This design comes from an exercise in tuning for small area on the open sky130 flow, not from production work. Function was checked by simulation only, so behaviour that the tests miss may differ from the original. The clock input has no modelled driver; a real chip could not lean on it and would need a root buffer or a full tree. No activity file was given, so power comes from the tool's default toggle rates.

== run 1 ==
==> flow/design.v (excerpt) <==
module gowin_top_entity(
    Sys_clk, Beep, Key, Sw, Uart_rxd, Uart_txd, Blue_Led,
    Tri_color_LED_1, Tri_color_LED_2, Tri_color_LED_3, Tri_color_LED_4,
    Dig_Seg_Sel, Seg_Blue_Led
);
Size in the first run: ~430 cells after synthesis, about 67 flip-flops, ~48 I/O pins.
==> flow/config.mk <==
export PLATFORM = sky130hd
export DESIGN_NAME = gowin_top_entity
export DESIGN_NICKNAME = gowin_top_entity
export VERILOG_FILES = /design/flow/design.v
export SDC_FILE = /design/flow/constraint.sdc
export NUM_CORES = 4
export LEC_CHECK = 0
export CAP_MARGIN = 20
export CORE_MARGIN = 2
export CORE_UTILIZATION = 60
export GPL_TIMING_DRIVEN = 0
export SLEW_MARGIN = 20
==> flow/constraint.sdc <==
create_clock -name core_clock -period 40.0 [get_ports {Sys_clk}]
set_input_delay 8.0000 -clock core_clock [delete_from_list [all_inputs] [get_ports {Sys_clk}]]
set_output_delay 8.0000 -clock core_clock [all_outputs]
set_load 0.01 [all_outputs]
standard.sh (not shown) runs the stock make flow with config.mk's settings and CLKGATE_MAP_FILE= SYNTH_SCRIPT=/design/flow/synth_recipe.tcl, a recipe that flattens the netlist after the stock synthesis.
==> flow/flow/run.sh <==
#!/bin/bash
# Layout flow: ORFS as in standard.sh, with these changes:
#  - synthesis: the standard flow's synthesis script, but adders are left to ABC
#    (no ha/fa pre-mapping) and ABC maps for area with a deeper script
#    (flow/abc_area_deep.script); registers are inferred and named as in the
#    standard synthesis;
#  - port buffers use the smallest buffer (buf_1);
#  - one tie cell per constant value, without splitting its fanout;
set -uo pipefail
HERE=$(pwd)
FLOWDIR=$HERE/flow
CFG=${FLOW_CONFIG:-$HERE/config.mk}
export MY_ABC_SCRIPT=$FLOWDIR/abc_area_deep.script
[ -f $FLOWDIR/clk_buf.txt ] && export MY_CLK_BUF="$(cat $FLOWDIR/clk_buf.txt)"
[ -f $FLOWDIR/clk_n.txt ] && export MY_CLK_N="$(cat $FLOWDIR/clk_n.txt)"
make -C $FLOW_HOME DESIGN_CONFIG=$CFG WORK_HOME=$HERE/orfs CLKGATE_MAP_FILE= \
  SYNTH_SCRIPT=$FLOWDIR/my_synth.tcl ADDER_MAP_FILE= \
  BUFFER_PORTS_ARGS="-buffer_cell sky130_fd_sc_hd__buf_1" \
  PRE_CTS_TCL=$FLOWDIR/pre_cts.tcl SKIP_REPAIR_TIE_FANOUT=1 \
  finish > $HERE/make_finish.log 2>&1
status=$?
R=$HERE/orfs/results/${FLOW_PLATFORM:-sky130hd}/gowin_top_entity/base
if [[ -f $R/6_final.odb ]]; then
  : # left out here: write the final layout as DEF
fi
exit $status
==> flow/flow/abc_area_deep.script <==
strash
&get -n
&deepsyn -T 30
&put
dch
amap -m
==> flow/flow/clk_buf.txt <==
sky130_fd_sc_hd__buf_6
Other scripts of this flow, unchanged in this note and not shown: flow/flow/clk_n.txt, flow/flow/my_synth.tcl, flow/flow/pre_cts.tcl
Here is what was changed in the inputs of run 2 compared with run 1.
- GPL_TIMING_DRIVEN removed (was 0)
## What came out
The flow did not stop early for run 2: all stages ran, and the layout cleared the timing, design-rule and antenna checks.
HPWL reported at the end of detailed placement, run 2 and run 1, higher one = run 2.
As of run 2, power per unit of standard cell area had risen by a few percent compared to run 1.
Run 2 vs. run 1: data arrival time of the critical path decreased by 610 ps relative to the old numbers; overall power decreased by 1.1% relative to the old numbers; design area decreased by about 3.2% relative to the old numbers.
#### Input delta (run 3 over run 2)
==> flow/flow/clk_buf.txt <==
sky130_fd_sc_hd__clkbuf_8
- Between run 3 and run 2, the global-route wire length before repair figures differ only marginally.
- ~same ratio of final minimum period to clock period in run 2 and run 3
- Clock power: run 3 > run 2
- Run 2 and run 3 ended up with roughly the same hold slack.
Changes in run 4 relative to run 3:
==> flow/flow/abc_area_deep.script <==
strash
&get -n
&deepsyn -T 30
&put
dch
map -a
### Flow results
- Between run 4 and run 3, the overall power does not differ in any meaningful way.
- On combinational fraction of design power: run 4 sits above run 3.
- In the tables for run 4 and run 3, slew at the pin closest to its max-slew limit reads lower with run 4.
- Of run 4 and run 3, the lower cell depth of the worst flop-to-flop path belongs to run 3.
Input-level comparison between run 5 and run 4:
- changing SLEW_MARGIN from 20 to 0
- changing CAP_MARGIN from 20 to 0
==> flow/flow/abc_area_deep.script <==
strash
&get -n
&deepsyn -T 30
&put
dch
amap -m
==> notes.md <==
Run 5 completed; timing, DRC and antenna clean
Synthesized netlist cell count (run 5 over run 4): decrease, 10%
Compared with run 4, run 5 degrades time the worst path needs with I/O delays and setup.
For count of routing violations after the opening detailed-route iteration, dividing the value from run 5 by the value from run 4 gives 2.1.
No run of this note takes its clock network from TritonCTS; it comes from the design's own scripts or RTL.

gowin_top_entity again, from the RTL that the note above started with.
clock: 40.0 ns
lec_check: 0
cap_margin: 20
core_margin: 2
core_utilization: 60
gpl_timing_driven: 0
slew_margin: 20
==> flow/flow/run.sh <==
#!/bin/bash
# Layout flow: ORFS as in standard.sh, with these changes:
#  - synthesis: the standard flow's synthesis script, but adders are left to ABC
#    (no ha/fa pre-mapping) and ABC maps for area with a deeper script
#    (flow/abc_area_deep.script); registers are inferred and named as in the
#    standard synthesis;
#  - port buffers use the smallest buffer (buf_1);
#  - one tie cell per constant value, without splitting its fanout;
set -uo pipefail
HERE=$(pwd)
FLOWDIR=$HERE/flow
CFG=${FLOW_CONFIG:-$HERE/config.mk}
export MY_ABC_SCRIPT=$FLOWDIR/abc_area_deep.script
[ -f $FLOWDIR/clk_buf.txt ] && export MY_CLK_BUF="$(cat $FLOWDIR/clk_buf.txt)"
[ -f $FLOWDIR/clk_n.txt ] && export MY_CLK_N="$(cat $FLOWDIR/clk_n.txt)"
EXTRA_MAKE=""
[ -f $FLOWDIR/extra_make.txt ] && EXTRA_MAKE="$(cat $FLOWDIR/extra_make.txt)"
make -C $FLOW_HOME DESIGN_CONFIG=$CFG WORK_HOME=$HERE/orfs CLKGATE_MAP_FILE= \
  SYNTH_SCRIPT=$FLOWDIR/my_synth.tcl ADDER_MAP_FILE= \
  BUFFER_PORTS_ARGS="-buffer_cell sky130_fd_sc_hd__buf_1" \
  PRE_CTS_TCL=$FLOWDIR/pre_cts.tcl SKIP_REPAIR_TIE_FANOUT=1 $EXTRA_MAKE \
  finish > $HERE/make_finish.log 2>&1
status=$?
R=$HERE/orfs/results/${FLOW_PLATFORM:-sky130hd}/gowin_top_entity/base
if [[ -f $R/6_final.odb ]]; then
  : # left out here: write the final layout as DEF
fi
exit $status
==> flow/flow/abc_area_deep.script <==
strash
&get -n
&deepsyn -T 30
&put
dch
amap -m
==> flow/flow/clk_buf.txt <==
sky130_fd_sc_hd__buf_6
==> flow/flow/extra_make.txt <==
SYNTH_INSBUF=0
==> flow/flow/my_synth.tcl <==
# The standard flow's synthesis script with one change: the technology mapping ABC pass
# (the one given a -script) uses the script named in MY_ABC_SCRIPT.
proc synth {args} { yosys synth -nofsm -noshare {*}$args }
proc abc {args} {
  set i [lsearch -exact $args -script]
  if { $i >= 0 && [info exists ::env(MY_ABC_SCRIPT)] } {
    set args [lreplace $args [expr {$i + 1}] [expr {$i + 1}] $::env(MY_ABC_SCRIPT)]
  }
  yosys abc {*}$args
}
source $::env(SCRIPTS_DIR)/synth.tcl
# left out here: clear keep_hierarchy, flatten, clean up, hide names made inside functions, write 1_2_yosys.v
Other scripts of this flow, unchanged in this note and not shown: flow/flow/clk_n.txt, flow/flow/pre_cts.tcl
==> next run, changes <==
==> flow/flow/run.sh (replaced) <==
#!/bin/bash
# Layout flow: ORFS as in standard.sh, with these changes:
#  - synthesis: the standard flow's synthesis script, but adders are left to ABC
#    (no ha/fa pre-mapping), and ABC maps for area with deeper scripts
#    (flow/abc*.script; the smallest result is kept, see flow/my_synth.tcl);
#    registers are inferred and named as in the standard synthesis;
#  - port buffers use the smallest buffer (buf_1);
#  - one tie cell per constant value, without splitting its fanout;
set -uo pipefail
HERE=$(pwd)
FLOWDIR=$HERE/flow
CFG=${FLOW_CONFIG:-$HERE/config.mk}
export MY_ABC_SCRIPTS="$FLOWDIR/abc1.script $FLOWDIR/abc2.script $FLOWDIR/abc3.script $FLOWDIR/abc4.script"
[ -f $FLOWDIR/clk_buf.txt ] && export MY_CLK_BUF="$(cat $FLOWDIR/clk_buf.txt)"
[ -f $FLOWDIR/clk_n.txt ] && export MY_CLK_N="$(cat $FLOWDIR/clk_n.txt)"
make -C $FLOW_HOME DESIGN_CONFIG=$CFG WORK_HOME=$HERE/orfs CLKGATE_MAP_FILE= \
  SYNTH_SCRIPT=$FLOWDIR/my_synth.tcl ADDER_MAP_FILE= \
  BUFFER_PORTS_ARGS="-buffer_cell sky130_fd_sc_hd__buf_1" \
  PRE_CTS_TCL=$FLOWDIR/pre_cts.tcl SKIP_REPAIR_TIE_FANOUT=1 \
  finish > $HERE/make_finish.log 2>&1
status=$?
R=$HERE/orfs/results/${FLOW_PLATFORM:-sky130hd}/gowin_top_entity/base
if [[ -f $R/6_final.odb ]]; then
  : # left out here: write the final layout as DEF
fi
exit $status
==> flow/flow/abc1.script (new file) <==
strash
&get -n
&deepsyn -T 30
&put
dch
amap -m
==> flow/flow/abc2.script (new file) <==
strash
&get -n
&deepsyn -T 30
&put
dch -f
amap -m
==> flow/flow/abc3.script (new file) <==
strash
&get -n
&deepsyn -T 30
&put
dch
amap -F 3 -A 10
==> flow/flow/abc4.script (new file) <==
strash
&get -n
&deepsyn -T 30
&put
dch
map -a
==> flow/flow/clk_buf.txt (replaced) <==
sky130_fd_sc_hd__clkbuf_8
==> flow/flow/my_synth.tcl (replaced) <==
# The standard flow's synthesis script with one change: the technology mapping ABC pass
# (the one given a -script) is run once with each script in MY_ABC_SCRIPTS,
# and the result with the least cell area is kept. Registers are not touched
# by ABC, so they stay as the standard synthesis makes them.
proc synth {args} { yosys synth -nofsm -noshare {*}$args }
proc abc_area_of_design {} {
  set lib_args {}
  foreach lib $::env(LIB_FILES) { lappend lib_args -liberty $lib }
  set s [tee -q -s result.string stat {*}$lib_args]
  if { [regexp {Chip area for (?:top )?module[^:]*:\s*([0-9.eE+-]+)} $s -> a] } { return $a }
  return 1e30
}
proc abc {args} {
  set i [lsearch -exact $args -script]
  if { $i < 0 || ![info exists ::env(MY_ABC_SCRIPTS)] } {
    yosys abc {*}$args
    return
  }
  yosys design -save pre_abc
  set best ""
  set best_area 1e30
  foreach s $::env(MY_ABC_SCRIPTS) {
    yosys design -load pre_abc
    yosys abc {*}[lreplace $args [expr {$i + 1}] [expr {$i + 1}] $s]
    set a [abc_area_of_design]
    puts "my_synth: ABC script $s gives area $a"
    if { $a < $best_area } {
      set best_area $a
      set best $s
      yosys design -save best_abc
    }
  }
  puts "my_synth: keeping the result of $best ($best_area)"
  yosys design -load best_abc
}
source $::env(SCRIPTS_DIR)/synth.tcl
# left out here: clear keep_hierarchy, flatten, clean up, hide names made inside functions, write 1_2_yosys.v
--- a/flow/config.mk
+++ b/flow/config.mk
@@ -10,3 +10,2 @@
 export CORE_UTILIZATION = 60
-export GPL_TIMING_DRIVEN = 0
 export SLEW_MARGIN = 20
removed: flow/flow/abc_area_deep.script
removed: flow/flow/extra_make.txt
=> Register-to-register slack improved by 640 ps; global-route usage shrinks by 0.78 points; setup slack improved by 560 ps; final cell count hardly moves; maximum frequency grows by 3.3%.
No run of this note takes its clock network from TritonCTS; it comes from the design's own scripts or RTL.

## afterwards: timing with drivers on the ports
No port has a modelled driver above. Below, the same layouts with a new extraction and two added sets of constraints. Step 1 assumes that a clkbuf_16 drives the clock port and a buf_2 every other input. Step 2 also shifts input and output timing later by t, the mid clock arrival at the registers, as if the neighbouring blocks saw the same clock. Slacks: no drivers / after step 1 / after step 2; pairs: no drivers / after step 1.
run	t, ns	slack for setup (ns)	pins driven straight from the clock port
run 1	0.196	22.238 / 22.212 / 22.212	4
run 2	0.196	22.850 / 22.827 / 22.827	4
run 3	0.217	22.845 / 22.822 / 22.822	4
run 4	0.219	22.887 / 22.865 / 22.865	4
run 5	0.217	22.845 / 22.822 / 22.822	4
the first run of note 2	0.195	22.394 / 22.370 / 22.370	4
the second run of note 2	0.216	22.954 / 22.929 / 22.929	4
After both steps every run listed still meets setup and hold. The setup slack of run 1, which loses most, moves by -0.026 ns with the drivers and by -0.026 ns with both steps.
